From an optimization exercise on the open Yosys and OpenROAD flow, aimed at small area, a short achievable clock period and few clock cycles; shortcuts taken in it are not production practice.
Function was checked by simulation only, so behaviour that the tests miss may differ from the original.
No activity file was given, so power comes from the tool's default toggle rates.

==> flow/design.v, too long to show whole: its modules and the start of the top module <==
// module conv_acc: 1332 lines
// module csa_fa: 4 lines
module conv_acc(
    input         clk,
    input         rst_n,
    input         in_valid,
    input  [31:0] in_data,
    output        in_ready,
    output        out_valid,
    output [19:0] out_data
);
  // ...
==> flow/flow/run.sh <==
#!/bin/bash
set -euo pipefail
export SETUP_SLACK_MARGIN=5.8
bash standard.sh > standard.log 2>&1
==> flow/standard.sh <==
#!/bin/bash
# synth_recipe.tcl (not shown) runs the flow's synth.tcl, then flattens the netlist and writes it again
# the make line also repeats each setting of config.mk as NAME=value (left out here)
make -C /OpenROAD-flow-scripts/flow DESIGN_CONFIG=/design/flow/config.mk WORK_HOME=/design/flow/orfs CLKGATE_MAP_FILE= SYNTH_SCRIPT=/design/flow/synth_recipe.tcl "${@:-finish}"
==> flow/config.mk <==
export PLATFORM = sky130hd
export DESIGN_NAME = conv_acc
export DESIGN_NICKNAME = conv_acc
export VERILOG_FILES = /design/flow/design.v
export SDC_FILE = /design/flow/constraint.sdc
export NUM_CORES = 4
export LEC_CHECK = 0
export ABC_AREA = 1
export CAP_MARGIN = 20
export CORE_MARGIN = 2
export CORE_UTILIZATION = 65
export CTS_CLUSTER_DIAMETER = 100
export CTS_CLUSTER_SIZE = 24
export PLACE_DENSITY = 0.72
export SLEW_MARGIN = 20
export SYNTH_HIERARCHICAL = 1
export SYNTH_MINIMUM_KEEP_SIZE = 0
==> flow/constraint.sdc <==
create_clock -name core_clock -period 9.0 [get_ports {clk}]
set_input_delay 1.8000 -clock core_clock [delete_from_list [all_inputs] [get_ports {clk}]]
set_output_delay 1.8000 -clock core_clock [all_outputs]
set_load 0.01 [all_outputs]
==> summary.txt, run 1 <==
Pwr
  • Total power: 0.01394 W
  • Net Sw Power: 0.005797 W
  • Combinational share of power: 45.1%
  • Leakage: 16.39 nW
  • Clock share of power: 15.0%

Global route
  • Vias in the first global route: 24,860

Logic synthesis
  • Most frequent cell after synthesis: nand2_1
  • Area leader, netlist: dfxtp_1
  • Synth Area in Adders: 22.28%
  • Post-synth ARST share: 4.156%
  • Mapped cell area: 34,610 um^2

Outcome
  • Status: complete, no violations

Timing
  • Slew at the pin closest to its max-slew limit: 1.161 ns
  • Endpoints failing hold: 0
  • Worst rel slew slack: 22.48%
  • RSZ-0062 raised after global routing: true
  • Achievable frequency: 297.8 MHz

Cells and area
  • Reg area: 18,470 um^2
  • FFs & Latches: 818
  • Multi-input gate share of the layout cell area: 40.83%

Detailed routing
  • DR top layer: met5
  • Routed length per instance: 27.26 um
  • Number of remaining DRC errors: 0

Worst setup path
  • R2R cell count: 9
  • Crit path kind: reg2reg
  • Worst setup path start: k0[6]
  • Flop2flop setup slack: 5.64 ns
  • Stages on worst setup path: 9

CTS
  • Clock Latency Late Sink: 0.64 ns
  • Reg clk slew, reported paths: 0.10 ns
  • Post-cts repair resize count: 131
  • H-tree depth: 2
  • Total CTS buffers: 41

Floorplanning
  • Die ar.: 55,110 um^2

Place
  • Cell area after placement: 35,970 um^2
Testbench counts, summed over its fixed seeds: cycles 19,296.
==> inputs of run 2 (changes only) <==
--- a/flow/design.v
+++ b/flow/design.v
@@ -10,53 +10,54 @@
 );
 localparam W = 20;
 localparam M_W = 2'd0, M_ING = 2'd1, M_FL = 2'd2;
 reg       started;   
 reg       wph;       
 reg [1:0] phase;
 reg [4:0] col;
 reg [4:0] row;
-reg [4:0] rot;
+reg [5:0] rot;       
 reg       fl;        
 reg [4:0] fpos;
 reg       rdy;       
 reg       canr;      
 wire take = in_valid & canr;
 wire adv  = take | (fl & ~started);
-function [26:0] nxt;
+function [27:0] nxt;
     input       v;
     input       started;
     input       wph;
     input [1:0] phase;
     input [4:0] col;
     input [4:0] row;
-    input [4:0] rot;
+    input [5:0] rot;
     input       fl;
     input [4:0] fpos;
     input       canr;
     reg st_n, wph_n, fl_n;
     reg [1:0] phase_n;
-    reg [4:0] col_n, row_n, rot_n, fpos_n;
+    reg [4:0] col_n, row_n, fpos_n;
+    reg [5:0] rot_n;
     reg t, a;
     begin
         t = v & canr;
         a = t | (fl & ~started);
         st_n    = started;
         wph_n   = wph;
         phase_n = phase;
         col_n   = col;
         row_n   = row;
         rot_n   = rot;
         fl_n    = fl;
         fpos_n  = fpos;
         if (a)
-            rot_n = 5'd0;
+            rot_n = 6'd0;
         else if (started)
-            rot_n = (rot == 5'd27) ? 5'd0 : rot + 5'd1;
+            rot_n = (rot == 6'd57) ? 6'd0 : rot + 6'd1;
         if (a && fl) begin
             fpos_n = fpos + 5'd1;
             if (fpos == 5'd28) fl_n = 1'b0;
         end
         if (t) begin
             st_n    = 1'b1;
             phase_n = phase + 2'd1;
             if (wph) begin
@@ -74,64 +75,67 @@
                     wph_n  = 1'b1;
                     row_n  = 5'd0;
                     fl_n   = 1'b1;
                     fpos_n = 5'd0;
                 end
             end
         end
         nxt = {st_n, wph_n, phase_n, col_n, row_n, rot_n, fl_n, fpos_n,
-               (~st_n | (rot_n == 5'd0)) & ((phase_n == 2'd3) | (wph_n & (col_n == 5'd8))),
-               ~st_n | (rot_n == 5'd0)};
+               (~st_n | (rot_n == 6'd0)) & ((phase_n == 2'd3) | (wph_n & (col_n == 5'd8))),
+               ~st_n | (rot_n == 6'd0)};
     end
 endfunction
-wire [26:0] nx1 = nxt(1'b1, started, wph, phase, col, row, rot, fl, fpos, canr);
-wire [26:0] nx0 = nxt(1'b0, started, wph, phase, col, row, rot, fl, fpos, canr);
-wire [26:0] nx  = in_valid ? nx1 : nx0;
+wire [27:0] nx1 = nxt(1'b1, started, wph, phase, col, row, rot, fl, fpos, canr);
+wire [27:0] nx0 = nxt(1'b0, started, wph, phase, col, row, rot, fl, fpos, canr);
+wire [27:0] nx  = in_valid ? nx1 : nx0;
 always @(posedge clk or negedge rst_n) begin
     if (!rst_n) begin
-        {started, wph, phase, col, row, rot, fl, fpos, rdy, canr} <= {1'b0, 1'b1, 24'd0, 1'b1};
+        {started, wph, phase, col, row, rot, fl, fpos, rdy, canr} <= {1'b0, 1'b1, 25'd0, 1'b1};
     end else begin
         {started, wph, phase, col, row, rot, fl, fpos, rdy, canr} <= nx;
     end
 end
 assign in_ready = rdy;
 wire [7:0] byte_in = in_data[8*phase +: 8];
 reg  [7:0] ry [0:27];
 reg  [7:0] rx [0:27];
 reg  [7:0] t1, t2;
 integer q;
 always @(posedge clk) begin
-    ry[0] <= adv ? byte_in : ry[27];
-    rx[0] <= adv ? ry[27]  : rx[27];
+    ry[0] <= adv ? byte_in : t2;
+    rx[0] <= ry[27];
     for (q = 1; q < 28; q = q + 1) begin
         ry[q] <= ry[q-1];
         rx[q] <= rx[q-1];
     end
     t1 <= rx[27];
     t2 <= t1;
 end
-reg v1, top1, bot1, cm0_1, cm2_1, ov1, wl1;
+reg top1, bot1, cm0_1, cm2_1, ov1, wl1;
 wire pix = take & ~wph;         
 always @(posedge clk or negedge rst_n) begin
     if (!rst_n) begin
-        v1  <= 1'b0;
         ov1 <= 1'b0;
         wl1 <= 1'b0;
     end else begin
-        v1  <= adv;
         ov1 <= adv & (fl | (pix & ((col != 5'd0) ? (row >= 5'd1) : (row >= 5'd2))));
         wl1 <= pix & (row == 5'd0) & (col == 5'd20);
     end
 end
+wire [3:0] fl_now = {~fl & (row <= 5'd1), fl,
+                     fl ? (fpos == 5'd27) : (col == 5'd27),
+                     fl ? (fpos == 5'd0 || fpos == 5'd28) : (col == 5'd0)};
+reg  [3:0] h1, h2;
 always @(posedge clk) begin
-    top1  <= ~fl & (row <= 5'd1);
-    bot1  <= fl;
-    cm0_1 <= fl ? (fpos == 5'd27) : (col == 5'd27);
-    cm2_1 <= fl ? (fpos == 5'd0 || fpos == 5'd28) : (col == 5'd0);
+    if (adv) begin
+        h1 <= fl_now;
+        h2 <= h1;
+    end
+    {top1, bot1, cm0_1, cm2_1} <= adv ? fl_now : (rot == 6'd56) ? h2 : h1;
 end
 reg [7:0] k0, k1, k2, k3, k4, k5, k6, k7, k8;
 always @(posedge clk) begin
     if (wl1) begin
         k3 <= rx[1];
         k2 <= rx[0];
         k1 <= ry[27];
         k0 <= ry[26];
@@ -139,39 +143,34 @@
         k6 <= ry[24];
         k5 <= ry[23];
         k4 <= ry[22];
         k8 <= ry[21];
     end
 end
 reg [9:0] p3_0, p3_1, p3_2;      
 reg [8:0] en;                    
-reg v2, ov2;
+reg ov2;
 always @(posedge clk) begin
     p3_0 <= {2'b0, t1}    + {1'b0, t1, 1'b0};
     p3_1 <= {2'b0, rx[0]} + {1'b0, rx[0], 1'b0};
     p3_2 <= {2'b0, ry[0]} + {1'b0, ry[0], 1'b0};
     en[0] <= ~top1 & ~cm0_1;
     en[1] <= ~top1;
     en[2] <= ~top1 & ~cm2_1;
     en[3] <= ~cm0_1;
     en[4] <= 1'b1;
     en[5] <= ~cm2_1;
     en[6] <= ~bot1 & ~cm0_1;
     en[7] <= ~bot1;
     en[8] <= ~bot1 & ~cm2_1;
 end
 always @(posedge clk or negedge rst_n) begin
-    if (!rst_n) begin
-        v2 <= 1'b0;
-        ov2 <= 1'b0;
-    end else begin
-        v2  <= v1;
-        ov2 <= ov1;
-    end
+    if (!rst_n) ov2 <= 1'b0;
+    else        ov2 <= ov1;
 end
 wire [7:0] px0 = t2;        
 wire [7:0] px1 = rx[1];     
 wire [7:0] px2 = ry[1];     
 function [39:0] pp;    
     input [7:0] k;
     input       en;
     input [7:0] p;
@@ -195,20 +194,18 @@
 wire [39:0] pp_1_2 = pp(k5, en[5], px1, p3_1);
 wire [39:0] pp_2_0 = pp(k6, en[6], px2, p3_2);
 wire [39:0] pp_2_1 = pp(k7, en[7], px2, p3_2);
 wire [39:0] pp_2_2 = pp(k8, en[8], px2, p3_2);
 reg [3*W-1:0] r1;
 reg [4*W-1:0] r2;
 reg [4*W-1:0] o;
 always @(posedge clk) begin
-    if (v2) begin
-        r1 <= n0;
-        r2 <= n1;
-    end
+    r1 <= n0;
+    r2 <= n1;
     o <= n2;
 end
 reg        ov3, ov4;
 reg [W-1:0] res;
 always @(posedge clk or negedge rst_n) begin
     if (!rst_n) begin
         ov3 <= 1'b0;
         ov4 <= 1'b0;
==> run 2 against run 1 <==
Net effect: still clean; cell count fell by 2.1%; critical path depth down 2; clock-buffer cell count down 4; sequential power down 9.2%; largest power group is now sequential cells.
==> summary.txt, run 2 <==
Timing
  • RSZ-0062 raised after global routing: true (unchanged)
  • Endpoints failing hold: 0 (unchanged)
  • Slew Viols, Final: 0 (unchanged)
  • Fin Setup TNS: 0 ns (unchanged)
  • Final worst path period need: 3.240 ns (was 3.358 ns)
  • Setup violators final: 0 (unchanged)
  • Worst rel slew slack: 26.89% (was 22.48%)
  • Achievable frequency: 308.6 MHz (was 297.8 MHz)
  • Final worst-path cycle share: 36.00% (was 37.31%)
  • Clock Skew: 0.02931 ns (was 0.02867 ns)
  • Slew at the pin closest to its max-slew limit: 1.097 ns (was 1.161 ns)

Global route
  • Largest net degree at the start of global routing: 73 (was 67)
  • Global route overflow: 0 (unchanged)
  • First-pass GRT wire length: 148,700 um (was 158,700 um)
  • Global Route Usage Sum: 37.93% (was 39.83%)
  • Antenna violations before repair: 4 (was 14)
  • Vias in the first global route: 24,200 (was 24,860)

Worst setup path
  • CP Capture Type: flop (unchanged)
  • R2R cell count: 7 (was 9)
  • Startpoint types: flop (unchanged)
  • Max FO, Critical Path: 7 (unchanged)
  • CP Capture Point: o[66] (was r1[30])
  • Worst EP required: 9.48 ns (was 9.39 ns)
  • Flop2flop setup slack: 5.76 ns (was 5.64 ns)
  • Worst EP arrival: 3.72 ns (was 3.75 ns)
  • Worst setup path start: k5[0] (was k0[6])
  • Crit path kind: reg2reg (unchanged)
  • Reg-to-reg endpoint: o[66] (was r1[30])
  • Worst R2R Start: k5[0] (was k0[6])

Floorplanning
  • Chip height: 231.7 um (was 234.8 um)
  • Core Rows: 83 (was 84)
  • Die ar.: 53,690 um^2 (was 55,110 um^2)
  • DIE WIDTH: 231.7 um (was 234.8 um)
  • Initial Util: 65.70% (was 65.74%)
  • Core ar.: 51,300 um^2 (was 52,660 um^2)
  • I/O pin cnt: 57 (unchanged)

Cells and area
  • # diodes: 0 (was 7)
  • Commonest non-fill, non-tap cell in the layout: nand2_1 (unchanged)
  • Layout cells sized above 1: 6.579% (was 11.13%)
  • Design area: 36,710 um^2 (was 38,650 um^2)
  • Largest regs: rx x224, ry x224, o x71 (unchanged)
  • Commonest non-fill, non-tap cells in the layout: nand2_1, dfxtp_1, fa_1 (unchanged)
  • Synthesis-to-finish area growth: 8.921% (was 11.66%)
  • Fillers: 3,535 (was 3,454)
  • Final #Nets: 3,685 (was 3,746)

CTS
  • Clock Latency Late Sink: 0.61 ns (was 0.64 ns)
  • CTS Root Cell: clkbuf_16 (unchanged)
  • Reg clk slew, reported paths: 0.10 ns (about the same)
  • Total CTS buffers: 40 (was 41)
  • CTS Buffer Depth: 3 (unchanged)
  • Sink Count: 825 (was 818)
  • Quantity of hold-fixing buffers added after cts: 0 (unchanged)
  • H-tree depth: 2 (unchanged)
  • TritonCTS clock tree: built (unchanged)

Detailed routing
  • Avg Vias per Cell: 6.083 (was 6.187)
  • Total routed wirelength: 100,700 um (was 109,500 um)
  • Routed length per instance: 25.60 um (was 27.26 um)
  • DRT iter0 DRCs: 2,584 (was 3,143)
  • Number of remaining DRC errors: 0 (unchanged)
  • Drt pass-1 iters: 7 (was 9)
  • Final ANT Viol Nets: 0 (unchanged)
  • DR vias: 23,920 (was 24,860)

Pwr
  • Power density over the cells: 302.8 nW/um^2 (was 360.7 nW/um^2)
  • VDD IR max: 250.6 uV (was 326.4 uV)
  • Leakage: 16.21 nW (was 16.39 nW)

Logic synthesis
  • Area leader, netlist: dfxtp_1 (unchanged)
  • Mapped cell area: 33,700 um^2 (was 34,610 um^2)
  • Synth warn: 9 (unchanged)
  • Cell count after synthesis: 3,156 (was 3,153)
  • Mapped Avg Cell Area: 10.68 um^2 (was 10.98 um^2)
  • Post-synth top area share: 42.29% (was 34.41%)
  • Primary FF master, synth: dfxtp_1 (unchanged)
  • Top cells by area, synth: dfxtp_1, fa_1, nand2_1 (was dfxtp_1, fa_1, edfxtp_1)
  • Yosys cell types: 47 (was 44)
  • Sequential area share after synthesis: 51.87% (was 53.28%)
  • Post-synthesis sequential element count: 825 (was 818)
  • Post-synth ARST share: 4.000% (was 4.156%)
  • Most frequent cells after synthesis: nand2_1, dfxtp_1, fa_1 (unchanged)
  • Most frequent cell after synthesis: nand2_1 (unchanged)
  • Post-synth EDFFs: 80 (was 189)

Place
  • Cell area after placement: 35,030 um^2 (was 35,970 um^2)
  • Number of I/O port buffers: 56 (unchanged)
  • RD Place Congestion: 0.9702 (was 1.043)
  • HPWL Detailed: 72,210 um (was 76,840 um)

Flow run
  • Max-Cap Viols: 0 (unchanged)

Outcome
  • Status: complete, no violations (unchanged)

Min path
  • Type of the tightest min-delay check: reg2reg (unchanged)
==> run 2: cell count changes after synthesis, sizes merged, moves of 6 or more <==
cell	delta
o211ai	+13
nand2	-40
o21ai	-7
edfxtp	-109
dfxtp	+117
nand4	+6
nor2	+14
nor3	+6
==> run 2: worst max-delay path: stages (launching register included) <==
cell      delay (ns)
edfxtp_1        0.49
nand2_1         0.13
nor2_1          0.62
nand2_1         0.11
o211ai_1        0.19
fa_1            0.56
fa_1            0.58
fa_1            0.44
==> run 2: layout make-up <==
type,count,area [um^2],share of cell area [%]
clock buffers,59,1072,2.921
clock inverters,4,42.54,0.1159
inverters,182,728.2,1.984
multi-input cells,2065,15460,42.12
flip-flops and latches,825,17510,47.70
well taps,680,850.8,2.318
repair buffers,118,1042,2.839
==> run 2: modules after synthesis (local to each module, per instance) <==
| module | times used | cell area [um^2] |
|---|---|---|
| csa_fa | 330 | 20.02 |
| conv_acc | 1 | 27100 |
==> run 2: worst min path at each step <==
stage	startpoint	to	cells after the start
2_1_floorplan	rx[9][0]	rx[10][0]	0
3_3_place_gp	ry[16][2]	ry[17][2]	0
3_5_place_dp	rx[14][7]	rx[15][7]	0
4_1_cts	ry[13][0]	ry[14][0]	0
5_1_grt	rx[15][4]	rx[16][4]	0
6_report	rx[15][4]	rx[16][4]	0
==> run 2: where the power goes <==
group	switching [W]	internal [W]
sequential	0.000518	0.00454
combinational	0.00253	0.00153
clock	0.00115	0.000841
total	0.00420	0.00692
==> run 2: cells by family (layout without fill, tap and decap cells) <==
logic type / count (synthesis) / in the layout / share of synthesized area (%)
other: 1 / 12 / 0.01113
DFF: 825 / 825 / 51.87
buffers and inverters: 277 / 363 / 3.178
adders and majority gates: 418 / 418 / 22.96
AOI/OAI and AO/OA: 279 / 279 / 5.257
and+or+nand+nor: 1323 / 1323 / 15.87
xor gates and xnor gates: 33 / 33 / 0.8575
==> run 2: per-stage QoR <==
step	worst slack [ns]	util (%)	cells	hold slack (ns)	power, W
after CTS	5.798	70.72	3909	0.3291	0.01095
final	5.760	71.56	3933	0.3213	0.01112
after global placement	5.445	68.28	3842	0.3095	0.008742
after floorplan	5.883	-	3167	0.3096	0.007410
after detailed placement	5.381	68.28	3842	0.3121	0.008994
after global routing	5.749	71.56	3933	0.3339	0.01167
==> run 2: what timing repair did <==
item | 4_1_cts | 5_1_grt
endpoints found under the hold margin | 0 | 0
gates resized for setup | 70 | 81
setup endpoints to repair | 75 | 46
buffers inserted | 4 | 24
pin swaps | 5 | 14
==> run 2: layer usage <==
metal	global-route usage, %	vias to the layer above	routed length, um
met4	28.00	4	9221
li1	-	10260	-
met3	7.441	470	9865
met2	59.52	1673	45830
met5	0	-	31
met1	47.00	11520	35760
Testbench counts of run 2, summed over its fixed seeds: cycles 19,296.
==> inputs of run 3 (changes only) <==
==> flow/flow/run.sh (replaced) <==
#!/bin/bash
set -euo pipefail
export SETUP_SLACK_MARGIN=6.0
bash standard.sh > standard.log 2>&1
==> run 3 against run 2 <==
Net effect: largest cell class unchanged; clock power rose by 4%; critical path type unchanged; total power rose by 2.2%; utilization rose by 2.3 points; highest routed layer unchanged; setup slack improved by 0.054 ns; combinational power rose by 4%.
==> summary.txt, run 3 <==
Detailed routing
  • Final ANT Viol Nets: 0 (unchanged)
  • Avg Vias per Cell: 6.123 (was 6.083)
  • Drt pass-1 iters: 8 (was 7)
  • Total routed wirelength: 104,300 um (was 100,700 um)
  • DRT iter0 DRCs: 3,190 (was 2,584)
  • Routed length per instance: 26.05 um (was 25.60 um)
  • Number of remaining DRC errors: 0 (unchanged)
  • DR vias: 24,510 (was 23,920)

Timing
  • Endpoints failing hold: 0 (unchanged)
  • Worst rel slew slack: 28.63% (was 26.89%)
  • Fin Setup TNS: 0 ns (unchanged)
  • RSZ-0062 raised after global routing: true (unchanged)
  • Clock Skew: 0.03665 ns (was 0.02931 ns)
  • Achievable frequency: 313.9 MHz (was 308.6 MHz)
  • Setup violators final: 0 (unchanged)
  • Final worst path period need: 3.186 ns (was 3.240 ns)
  • Slew Viols, Final: 0 (unchanged)
  • Slew at the pin closest to its max-slew limit: 1.059 ns (was 1.097 ns)
  • Final worst-path cycle share: 35.40% (was 36.00%)

CTS
  • Reg clk slew, reported paths: 0.10 ns (about the same)
  • CTS Buffer Depth: 3 (unchanged)
  • CTS Root Cell: clkbuf_16 (unchanged)
  • TritonCTS clock tree: built (unchanged)
  • Sink Count: 825 (unchanged)
  • H-tree depth: 2 (unchanged)
  • Total CTS buffers: 41 (was 40)
  • Clock Latency Late Sink: 0.62 ns (was 0.61 ns)

Global route
  • Vias in the first global route: 24,570 (was 24,200)
  • First-pass GRT wire length: 151,600 um (was 148,700 um)
  • Global Route Usage Sum: 38.75% (was 37.93%)
  • Largest net degree at the start of global routing: 73 (unchanged)
  • Antenna violations before repair: 7 (was 4)
  • Global route overflow: 0 (unchanged)

Logic synthesis
  • Primary FF master, synth: dfxtp_1 (unchanged)
  • Yosys cell types: 47 (unchanged)
  • Cell count after synthesis: 3,156 (unchanged)
  • Post-synthesis sequential element count: 825 (unchanged)
  • Mapped Avg Cell Area: 10.68 um^2 (unchanged)
  • Post-synth top area share: 42.29% (unchanged)
  • Post-synth EDFFs: 80 (unchanged)
  • Post-synth ARST share: 4.000% (unchanged)
  • Mapped cell area: 33,700 um^2 (unchanged)
  • Synth warn: 9 (unchanged)
  • Sequential area share after synthesis: 51.87% (unchanged)
  • Top cells by area, synth: dfxtp_1, fa_1, nand2_1 (unchanged)
  • Most frequent cell after synthesis: nand2_1 (unchanged)
  • Most frequent cells after synthesis: nand2_1, dfxtp_1, fa_1 (unchanged)
  • Area leader, netlist: dfxtp_1 (unchanged)

Worst setup path
  • Crit path kind: reg2reg (unchanged)
  • Flop2flop setup slack: 5.81 ns (was 5.76 ns)
  • Startpoint types: flop (unchanged)
  • Worst EP required: 9.50 ns (was 9.48 ns)
  • CP Capture Type: flop (unchanged)
  • Worst EP arrival: 3.68 ns (was 3.72 ns)
  • Max FO, Critical Path: 7 (unchanged)

Place
  • HPWL Detailed: 71,870 um (was 72,210 um)
  • Number of I/O port buffers: 56 (unchanged)
  • RD Place Congestion: 0.9945 (was 0.9702)
  • Cell area after placement: 35,050 um^2 (was 35,030 um^2)

Min path
  • Type of the tightest min-delay check: reg2reg (unchanged)

Pwr
  • Power density over the cells: 299.6 nW/um^2 (was 302.8 nW/um^2)
  • Leakage: 16.67 nW (was 16.21 nW)
  • VDD IR max: 291.3 uV (was 250.6 uV)

Cells and area
  • Commonest non-fill, non-tap cell in the layout: nand2_1 (unchanged)
  • Fin util: 73.89% (was 71.56%)
  • Synthesis-to-finish area growth: 12.47% (was 8.921%)
  • Commonest non-fill, non-tap cells in the layout: nand2_1, dfxtp_1, fa_1 (unchanged)
  • Final #Nets: 3,750 (was 3,685)
  • Largest regs: rx x224, ry x224, o x71 (unchanged)
  • Design area: 37,910 um^2 (was 36,710 um^2)
  • Layout cells sized above 1: 13.07% (was 6.579%)

Floorplanning
  • Die ar.: 53,690 um^2 (unchanged)
  • Initial Util: 65.70% (unchanged)
  • Core ar.: 51,300 um^2 (unchanged)
  • I/O pin cnt: 57 (unchanged)
  • Chip height: 231.7 um (unchanged)
  • Core Rows: 83 (unchanged)
  • DIE WIDTH: 231.7 um (unchanged)

Flow run
  • Max-Cap Viols: 0 (unchanged)

Outcome
  • Status: complete, no violations (unchanged)
-- run 3: cell counts after synthesis --
Identical to the previous run, type by type.
-- run 3: cell families (layout without fill, tap and decap cells) --
family / count (synthesis) / after routing / synth area share (%)
DFF: 825 / 825 / 51.87
adders and majority gates: 418 / 418 / 22.96
xor gates and xnor gates: 33 / 33 / 0.8575
and+or+nand+nor: 1323 / 1323 / 15.87
AOI/OAI and AO/OA: 279 / 279 / 5.257
other: 1 / 14 / 0.01113
buffers and inverters: 277 / 431 / 3.178
-- run 3: area by class of cell --
type	instances	area (um^2)
Inverter	182	742.0
Timing Repair Buffer	182	1628
Clock inverter	6	67.56
Tap cell	680	850.8
Sequential cell	825	17520
Antenna cell	2	5.005
Multi-Input combinational cell	2065	15990
Fill cell	3308	13400
Clock buffer	61	1101
-- run 3: path summary, 6_finish.rpt --
check	startpoint	to	depth (start not counted)
max	en[2]	o[69]	9
min	rx[10][7]	rx[11][7]	0
max reg2reg	en[2]	o[69]	9
min reg2reg	rx[10][7]	rx[11][7]	0
max in group asynchronous	rst_n	wl1	2
min in group asynchronous	rst_n	col[4]	2
-- run 3: per-module statistics from Yosys, one instance, submodules excluded --
module    flip-flops and latches  cell area, um^2  copies in the design  cells
conv_acc                     825            27100                     1   2826
csa_fa                         0            20.02                   330      1
-- run 3: report_power, final --
part           total (W)  switching (W)  internal [W]
clock            0.00206        0.00119      0.000869
sequential       0.00507       0.000527       0.00454
combinational    0.00423        0.00262       0.00161
total             0.0114        0.00433       0.00703
-- run 3: repair_timing --
action | CTS | global route
hold buffers | 0 | 0
buffers inserted | 60 | 28
resized for setup | 234 | 141
pin swaps | 56 | 69
cloned | 1 | 1
setup endpoints to repair | 100 | 85
-- run 3: critical path, stage by stage (launching register included) --
cell	delay, ns
dfxtp_4	0.48
buf_6	0.15
nand2_2	0.09
nor2_4	0.21
nand2_1	0.10
nand3_2	0.10
fa_1	0.45
fa_1	0.50
fa_2	0.56
fa_2	0.44
-- run 3: per-layer routing --
| layer | GRT usage [%] | vias to the layer above | wire, um |
|---|---|---|---|
| met5 | 0 | - | 52 |
| met2 | 60.49 | 1802 | 46490 |
| met1 | 47.17 | 11720 | 35770 |
| li1 | - | 10400 | - |
| met3 | 9.664 | 584 | 12060 |
| met4 | 28.00 | 8 | 9914 |
-- run 3: through the flow --
step / power (W) / hold slack (ns) / worst slack, ns / std cells
final: 0.01136 / 0.3214 / 5.814 / 4003
after global routing: 0.01190 / 0.3282 / 5.788 / 4001
after CTS: 0.01112 / 0.3260 / 5.921 / 3971
after detailed placement: 0.008974 / 0.3121 / 5.388 / 3843
after global placement: 0.008762 / 0.3095 / 5.431 / 3843
after floorplan: 0.007411 / 0.3096 / 5.980 / 3167
==> inputs of run 4 (changes only) <==
==> flow/flow/run.sh (replaced) <==
#!/bin/bash
set -euo pipefail
export SETUP_SLACK_MARGIN=5.8
export BUFFER_PORTS_ARGS="-buffer_cell sky130_fd_sc_hd__buf_2"
bash standard.sh > standard.log 2>&1
==> run 4 against run 3 <==
Net effect: cell count decreased by 1.9%; largest cell class unchanged; via count decreased by 3.9%; sequential share of layout area increased by 1.8 points; critical endpoint is now o[68]; design area decreased by 3.8%; area after synthesis unchanged; fmax decreased by 0.16%; first-iteration DRC count decreased by 16%.
==> summary.txt, run 4 <==
Cells and area
  • Design area: 36,450 um^2 (was 37,910 um^2)
  • Layout cells sized above 1: 7.951% (was 13.07%)
  • Commonest non-fill, non-tap cell in the layout: nand2_1 (unchanged)
  • Fillers: 3,584 (was 3,308)
  • Synthesis-to-finish area growth: 8.141% (was 12.47%)
  • # diodes: 0 (was 2)
  • Commonest non-fill, non-tap cells in the layout: nand2_1, dfxtp_1, fa_1 (unchanged)
  • Final #Nets: 3,676 (was 3,750)
  • Largest regs: rx x224, ry x224, o x71 (unchanged)

CTS
  • TritonCTS clock tree: built (unchanged)
  • Reg clk slew, reported paths: 0.11 ns (was 0.10 ns)
  • Clock Latency Late Sink: 0.62 ns (about the same)
  • CTS Buffer Depth: 3 (unchanged)
  • Quantity of hold-fixing buffers added after cts: 0 (unchanged)
  • H-tree depth: 2 (unchanged)
  • Total CTS buffers: 40 (was 41)
  • CTS Root Cell: clkbuf_16 (unchanged)
  • Sink Count: 825 (unchanged)

Worst setup path
  • Startpoint types: flop (unchanged)
  • CP Capture Type: flop (unchanged)
  • Critical path's largest stage delay: 0.54 ns (was 0.56 ns)
  • Worst EP arrival: 3.67 ns (was 3.68 ns)
  • Most frequent CP cell: fa_1
  • Max FO, Critical Path: 3 (was 7)
  • Worst EP required: 9.48 ns (was 9.50 ns)
  • Cell Chain, Critical Path: nand2_1 -> nor2_4 -> inv_1 -> o21ai_0 -> fa_1 -> fa_1 -> fa_1 -> fa_1 (was buf_6 -> nand2_2 -> nor2_4 -> nand2_1 -> nand3_2 -> fa_1 -> fa_1 -> fa_2 -> fa_2)
  • Slowest CP cell: fa_1 (was fa_2)
  • Crit path kind: reg2reg (unchanged)

Timing
  • Fin Setup TNS: 0 ns (unchanged)
  • Setup violators final: 0 (unchanged)
  • Clock Skew: 0.02939 ns (was 0.03665 ns)
  • Achievable frequency: 313.4 MHz (was 313.9 MHz)
  • RSZ-0062 raised after global routing: true (unchanged)
  • Worst rel slew slack: 26.64% (was 28.63%)
  • Endpoints failing hold: 0 (unchanged)
  • Final worst path period need: 3.191 ns (was 3.186 ns)
  • Slew Viols, Final: 0 (unchanged)
  • Final worst-path cycle share: 35.46% (was 35.40%)
  • Slew at the pin closest to its max-slew limit: 1.100 ns (was 1.059 ns)

Global route
  • Antenna violations before repair: 3 (was 7)
  • Global Route Usage Sum: 37.14% (was 38.75%)
  • Global route overflow: 0 (unchanged)
  • First-pass GRT wire length: 145,300 um (was 151,600 um)
  • Largest net degree at the start of global routing: 73 (unchanged)
  • Vias in the first global route: 23,520 (was 24,570)

Detailed routing
  • Drt pass-1 iters: 8 (unchanged)
  • DRT iter0 DRCs: 2,676 (was 3,190)
  • DR vias: 23,550 (was 24,510)
  • DR top layer: met5 (unchanged)
  • Metal3 WL: 10,020 um (was 12,060 um)
  • Met2 WL post-DR: 45,650 um (was 46,490 um)
  • Routed length per instance: 24.99 um (was 26.05 um)
  • M1 WL: 35,110 um (was 35,770 um)
  • Number of remaining DRC errors: 0 (unchanged)
  • Final ANT Viol Nets: 0 (unchanged)
  • Total routed wirelength: 98,080 um (was 104,300 um)
  • Avg Vias per Cell: 5.999 (was 6.123)

Floorplanning
  • DIE WIDTH: 231.7 um (unchanged)
  • Chip height: 231.7 um (unchanged)
  • Core ar.: 51,300 um^2 (unchanged)
  • Die ar.: 53,690 um^2 (unchanged)
  • I/O pin cnt: 57 (unchanged)
  • Core Rows: 83 (unchanged)
  • Initial Util: 65.70% (unchanged)

Flow run
  • Max-Cap Viols: 0 (unchanged)

Logic synthesis
  • Post-synth ARST share: 4.000% (unchanged)
  • Cell count after synthesis: 3,156 (unchanged)
  • Synth warn: 9 (unchanged)
  • Sequential area share after synthesis: 51.87% (unchanged)
  • Yosys cell types: 47 (unchanged)
  • Post-synth EDFFs: 80 (unchanged)
  • Most frequent cell after synthesis: nand2_1 (unchanged)
  • Primary FF master, synth: dfxtp_1 (unchanged)
  • Most frequent cells after synthesis: nand2_1, dfxtp_1, fa_1 (unchanged)
  • Mapped Avg Cell Area: 10.68 um^2 (unchanged)
  • Mapped cell area: 33,700 um^2 (unchanged)
  • Area leader, netlist: dfxtp_1 (unchanged)
  • Top cells by area, synth: dfxtp_1, fa_1, nand2_1 (unchanged)
  • Post-synth top area share: 42.29% (unchanged)
  • Post-synthesis sequential element count: 825 (unchanged)

Min path
  • Type of the tightest min-delay check: reg2reg (unchanged)

Pwr
  • Power density over the cells: 304.8 nW/um^2 (was 299.6 nW/um^2)
  • Leakage: 16.15 nW (was 16.67 nW)
  • VDD IR max: 208.5 uV (was 291.3 uV)

Outcome
  • Status: complete, no violations (unchanged)

Place
  • Number of I/O port buffers: 56 (unchanged)
  • HPWL Detailed: 73,020 um (was 71,870 um)
  • RD Place Congestion: 0.9954 (was 0.9945)
  • Cell area after placement: 34,700 um^2 (was 35,050 um^2)
-- run 4: cell types whose count changed in the layout (fill, tap and decap cells not counted), moves of 27 or more --
cell / previous run / this run
fa_2: 39 / 1
nand2_1: 806 / 833
clkdlybuf4s50_1: 33 / 0
buf_2: 2 / 56
buf_4: 106 / 47
fa_1: 295 / 333
nor2_1: 169 / 198
-- run 4: Yosys stat by module, one instance, submodules excluded --
module,cell area [um^2],copies in the design,flip-flops and latches
conv_acc,27100,1,825
csa_fa,20.02,330,0
-- run 4: logic make-up after synthesis --
logic type / share of synthesized area (%)
fa+ha+maj: 22.96
flops: 51.87
simple gates: 15.87
other cells: 0.01113
buf+inv: 3.178
xor+xnor: 0.8575
compound gates: 5.257
-- run 4: layout make-up --
cell class,count,area [um^2],share of cell area [%]
repair buffers,109,716.9,1.967
clock inverters,5,58.81,0.1613
flip-flops and latches,825,17520,48.07
clock buffers,59,1094,3.000
inverters,182,711.9,1.953
multi-input cells,2065,15500,42.51
well taps,680,850.8,2.334
-- run 4: per-stage QoR --
stage	std cells	hold WS, ns	util [%]	power, W	worst slack (ns)
2_1_floorplan	3167	0.3096	-	0.007410	5.883
3_3_place_gp	3836	0.3095	67.65	0.008698	5.457
3_5_place_dp	3836	0.3121	67.65	0.008934	5.392
4_1_cts	3900	0.3263	70.13	0.01098	5.789
5_1_grt	3925	0.3308	71.05	0.01167	5.755
6_report	3925	0.3171	71.05	0.01111	5.809
-- run 4: where the power goes --
part	leakage, nW	switching [W]	internal (W)
clock	0.556	0.00115	0.000862
sequential	6.98	0.000507	0.00454
combinational	8.62	0.00254	0.00151
total	16.1	0.00420	0.00691
-- run 4: worst paths after layout --
| path | startpoint | to | slack (ns) | cells after the start |
|---|---|---|---|---|
| max | k2[1] | o[68] | 5.81 | 8 |
| max reg2reg | k2[1] | o[68] | 5.81 | 8 |
| min | ry[20][7] | ry[21][7] | 0.32 | 0 |
| min reg2reg | ry[20][7] | ry[21][7] | 0.32 | 0 |
| min in group asynchronous | rst_n | row[3] | 1.24 | 1 |
| max in group asynchronous | rst_n | wl1 | 7.25 | 1 |
-- run 4: repair_timing --
action,in CTS,in global routing
endpoints found under the setup margin,52,40
resized for setup,48,82
setup buffers,0,25
pin swaps,3,26
cloned,0,0
-- run 4: worst max-delay path, delay by kind of cell (launching register included) --
| family | cells | cell delay [ns] |
|---|---|---|
| AO/OA/AOI/OAI | 1 | 0.22 |
| adder cells (fa/ha/maj) | 4 | 1.99 |
| AND/OR/NAND/NOR | 2 | 0.35 |
| buffers and inverters | 1 | 0.07 |
| flip-flops | 1 | 0.43 |
-- run 4: metal layers --
layer	up-vias	global-route usage, %
met3	369	7.134
met2	1526	60.28
met5	-	0
met1	11400	46.45
met4	4	22.36
li1	10250	-
==> inputs of run 5 (changes only) <==
==> flow/flow/run.sh (replaced) <==
#!/bin/bash
set -euo pipefail
export SETUP_SLACK_MARGIN=6.1
export BUFFER_PORTS_ARGS="-buffer_cell sky130_fd_sc_hd__buf_2"
bash standard.sh > standard.log 2>&1
==> run 5 against run 4 <==
Net effect: still clean on timing, DRC and antenna; sequential power increased by 0.8%; flip-flop and latch count is the same; total power rose by 3.8%; sequential share of layout area decreased by 2.3 points; wire length grew 12%; worst hold slack improved by 0.0050 ns; critical endpoint unchanged; highest routed layer is now met4.
==> summary.txt, run 5 <==
Outcome
  • Status: complete, no violations (unchanged)

Pwr
  • Leakage: 16.89 nW (was 16.15 nW)
  • Power density over the cells: 300.7 nW/um^2 (was 304.8 nW/um^2)
  • VDD IR max: 301.9 uV (was 208.5 uV)

Detailed routing
  • Final ANT Viol Nets: 0 (unchanged)
  • DRT iter0 DRCs: 3,099 (was 2,676)
  • Routed length per instance: 27.14 um (was 24.99 um)
  • Avg Vias per Cell: 6.199 (was 5.999)
  • DR vias: 24,980 (was 23,550)
  • Number of remaining DRC errors: 0 (unchanged)
  • Drt pass-1 iters: 10 (was 8)
  • Total routed wirelength: 109,400 um (was 98,080 um)

Global route
  • Antenna violations before repair: 3 (unchanged)
  • First-pass GRT wire length: 156,000 um (was 145,300 um)
  • Largest net degree at the start of global routing: 73 (unchanged)
  • Global route overflow: 0 (unchanged)
  • Global Route Usage Sum: 40.15% (was 37.14%)
  • Vias in the first global route: 25,060 (was 23,520)

Timing
  • Achievable frequency: 314.1 MHz (was 313.4 MHz)
  • Endpoints failing hold: 0 (unchanged)
  • Final worst path period need: 3.184 ns (was 3.191 ns)
  • PnR worst setup slack: 5.816 ns (was 5.809 ns)
  • Slew at the pin closest to its max-slew limit: 1.114 ns (was 1.100 ns)
  • Setup violators final: 0 (unchanged)
  • RSZ-0062 raised after global routing: true (unchanged)
  • Fin Setup TNS: 0 ns (unchanged)
  • Slew Viols, Final: 0 (unchanged)
  • Clock Skew: 0.03428 ns (was 0.02939 ns)
  • Final worst-path cycle share: 35.38% (was 35.46%)
  • Min Hold Slack: 0.3220 ns (was 0.3171 ns)
  • Worst rel slew slack: 25.76% (was 26.64%)

CTS
  • CTS Buffer Depth: 3 (unchanged)
  • Reg clk slew, reported paths: 0.11 ns (about the same)
  • CTS Root Cell: clkbuf_16 (unchanged)
  • Total CTS buffers: 40 (unchanged)
  • Quantity of hold-fixing buffers added after cts: 0 (unchanged)
  • Sink Count: 825 (unchanged)
  • H-tree depth: 2 (unchanged)
  • TritonCTS clock tree: built (unchanged)
  • Clock Latency Late Sink: 0.63 ns (was 0.62 ns)

Worst setup path
  • Flop2flop setup slack: 5.82 ns (was 5.81 ns)
  • Worst setup path start: en[2] (was k2[1])
  • Slowest CP cell: fa_2 (was fa_1)
  • Max FO, Critical Path: 6 (was 3)
  • Critical path's largest stage delay: 0.56 ns (was 0.54 ns)
  • R2R cell count: 9 (was 8)
  • Worst EP required: 9.50 ns (was 9.48 ns)
  • Reg-to-reg endpoint: o[68] (unchanged)
  • Startpoint types: flop (unchanged)
  • CP Capture Type: flop (unchanged)
  • Crit path kind: reg2reg (unchanged)
  • Worst R2R Start: en[2] (was k2[1])
  • Worst EP arrival: 3.69 ns (was 3.67 ns)
  • CP Capture Point: o[68] (unchanged)
  • Cell Chain, Critical Path: buf_12 -> nand2_4 -> nor2_4 -> nand2_2 -> nand3_2 -> fa_1 -> fa_1 -> fa_2 -> fa_2 (was nand2_1 -> nor2_4 -> inv_1 -> o21ai_0 -> fa_1 -> fa_1 -> fa_1 -> fa_1)

Cells and area
  • Final #Nets: 3,780 (was 3,676)
  • Design area: 38,360 um^2 (was 36,450 um^2)
  • Area taken by multi-input logic gates: 16,330 um^2 (was 15,500 um^2)
  • Synthesis-to-finish area growth: 13.82% (was 8.141%)
  • Final cell count without fillers: 4,030 (was 3,925)
  • Layout cells sized above 1: 16.93% (was 7.951%)
  • Reg area: 17,540 um^2 (was 17,520 um^2)
  • Commonest non-fill, non-tap cell in the layout: nand2_1 (unchanged)
  • Fillers: 3,219 (was 3,584)
  • Largest regs: rx x224, ry x224, o x71 (unchanged)
  • Commonest non-fill, non-tap cells in the layout: nand2_1, dfxtp_1, fa_1 (unchanged)

Logic synthesis
  • Post-synth top area share: 42.29% (unchanged)
  • Most frequent cells after synthesis: nand2_1, dfxtp_1, fa_1 (unchanged)
  • Area leader, netlist: dfxtp_1 (unchanged)
  • Largest family of logic cells by synthesized area: adder cells (unchanged)
  • Mapped Avg Cell Area: 10.68 um^2 (unchanged)
  • Yosys cell types: 47 (unchanged)
  • Top cells by area, synth: dfxtp_1, fa_1, nand2_1 (unchanged)
  • Sequential area share after synthesis: 51.87% (unchanged)
  • Post-synth EDFFs: 80 (unchanged)
  • Synth Area in Adders: 22.96% (unchanged)
  • Post-synthesis sequential element count: 825 (unchanged)
  • Mux cell area share after synthesis: 0% (unchanged)
  • Cell count after synthesis: 3,156 (unchanged)
  • Compound-cell area share of the yosys netlist: 5.257% (unchanged)
  • Most frequent cell after synthesis: nand2_1 (unchanged)
  • Post-Synth XOR/XNOR Area: 0.8575% (unchanged)
  • Mapped cell area: 33,700 um^2 (unchanged)
  • Post-synth ARST share: 4.000% (unchanged)
  • Primary FF master, synth: dfxtp_1 (unchanged)
  • Synth warn: 9 (unchanged)
  • Simple-Gate Fraction of Synth Area: 15.87% (unchanged)

Flow run
  • Max-Cap Viols: 0 (unchanged)

Place
  • RD Place Congestion: 1.001 (was 0.9954)
  • Post-placement setup slack: 5.193 ns (was 5.392 ns)
  • Cell area after placement: 34,790 um^2 (was 34,700 um^2)
  • Placed insts: 3,836 (unchanged)
  • HPWL Detailed: 75,570 um (was 73,020 um)
  • Number of I/O port buffers: 56 (unchanged)

Floorplanning
  • DIE WIDTH: 231.7 um (unchanged)
  • I/O pin cnt: 57 (unchanged)
  • Die ar.: 53,690 um^2 (unchanged)
  • Core ar.: 51,300 um^2 (unchanged)
  • Core Rows: 83 (unchanged)
  • Initial Util: 65.70% (unchanged)
  • Chip height: 231.7 um (unchanged)

Min path
  • Type of the tightest min-delay check: reg2reg (unchanged)
run 5: cells by family after synthesis:
logic type | after synthesis
fa+ha+maj | 418
xor+xnor | 33
simple gates | 1323
buf+inv | 277
flops | 825
other cells | 1
compound gates | 279
run 5: stage by stage:
stage | utilization [%] | power, W
after global routing | 74.77 | 0.01206
final | 74.78 | 0.01154
after global placement | 67.82 | 0.008660
after CTS | 72.80 | 0.01105
after detailed placement | 67.82 | 0.008923
after floorplan | - | 0.007419
run 5: worst min path at each step:
stage | start | cells past startpoint | slack (ns) | end
5_1_grt | rx[4][0] | 0 | 0.33 | rx[5][0]
3_5_place_dp | ry[7][6] | 0 | 0.31 | ry[8][6]
3_3_place_gp | ry[7][2] | 0 | 0.31 | ry[8][2]
2_1_floorplan | rx[9][0] | 0 | 0.31 | rx[10][0]
4_1_cts | ry[17][5] | 0 | 0.33 | ry[18][5]
6_report | rx[3][1] | 0 | 0.32 | rx[4][1]
run 5: cell type report:
cell class              instances  share of cell area [%]
clock buffers                  60                   2.886
flip-flops and latches        825                   45.73
repair buffers                213                   4.403
diodes                          1                0.006523
well taps                     680                   2.218
clock inverters                 4                  0.1631
inverters                     182                   2.016
multi-input cells            2065                   42.58
run 5: worst max-delay path: cells and delay by family (launching register included):
family                   cells  cell delay [ns]
adder cells (fa/ha/maj)      4             1.97
buffers and inverters        1             0.13
flip-flops                   1             0.43
AND/OR/NAND/NOR              4             0.53
run 5: timing repair:
item                       CTS  global route
setup buffers               82            44
setup endpoints to repair   93            93
pin swaps                   71            83
resized for setup          207           159
gates cloned                 2             1
run 5: power by group:
part | switching, W | internal, W
combinational | 0.00270 | 0.00171
sequential | 0.000543 | 0.00454
clock | 0.00117 | 0.000869
run 5: modules after synthesis, one instance, submodules excluded:
module | cells | copies in the design
csa_fa | 1 | 330
conv_acc | 2826 | 1
run 5: metal layers:
| layer | GRT usage [%] | share of wire (%) | wire length, um | vias to the layer above |
|---|---|---|---|---|
| li1 | - | - | - | 10460 |
| met1 | 48.82 | 35 | 37800 | 12030 |
| met2 | 64.27 | 45 | 49540 | 1910 |
| met3 | 8.964 | 11 | 12040 | 579 |
| met4 | 27.42 | 9.1 | 10010 | 0 |
| met5 | 0 | 0 | 0 | - |

static timing again, ports no longer ideal:
Ports are ideal in the flow. The routed layouts listed here were re-timed in OpenROAD. Step 1 assumes that a clkbuf_16 drives the clock port and a buf_2 every other input. Step 2, shift: input delay + t, output delay - t, t = (earliest + latest rising clock arrival at the registers) / 2. This alone moves slack from input paths to output paths. Slacks: no drivers / after step 1 / after step 2; pairs: no drivers / after step 1.
| run | t, ns | setup slack, ns | clock arrival spread, ns | slew at the worst register clock pin (ns) | pins driven straight from the clock port |
|---|---|---|---|---|---|
| run 1 | 0.696 | 5.642 / 5.642 / 5.386 | 0.032 / 0.031 | 0.11 / 0.11 | 1 |
| run 2 | 0.654 | 5.760 / 5.760 / 5.378 | 0.033 / 0.034 | 0.11 / 0.11 | 1 |
| run 3 | 0.664 | 5.814 / 5.814 / 5.766 | 0.038 / 0.038 | 0.11 / 0.11 | 1 |
| run 4 | 0.658 | 5.809 / 5.809 / 5.809 | 0.035 / 0.034 | 0.11 / 0.11 | 1 |
| run 5 | 0.677 | 5.816 / 5.816 / 5.715 | 0.036 / 0.036 | 0.11 / 0.11 | 1 |
After both steps every run listed still meets setup and hold. The setup slack of run 2, which loses most, moves by 0.000 ns with the drivers and by -0.382 ns with both steps.
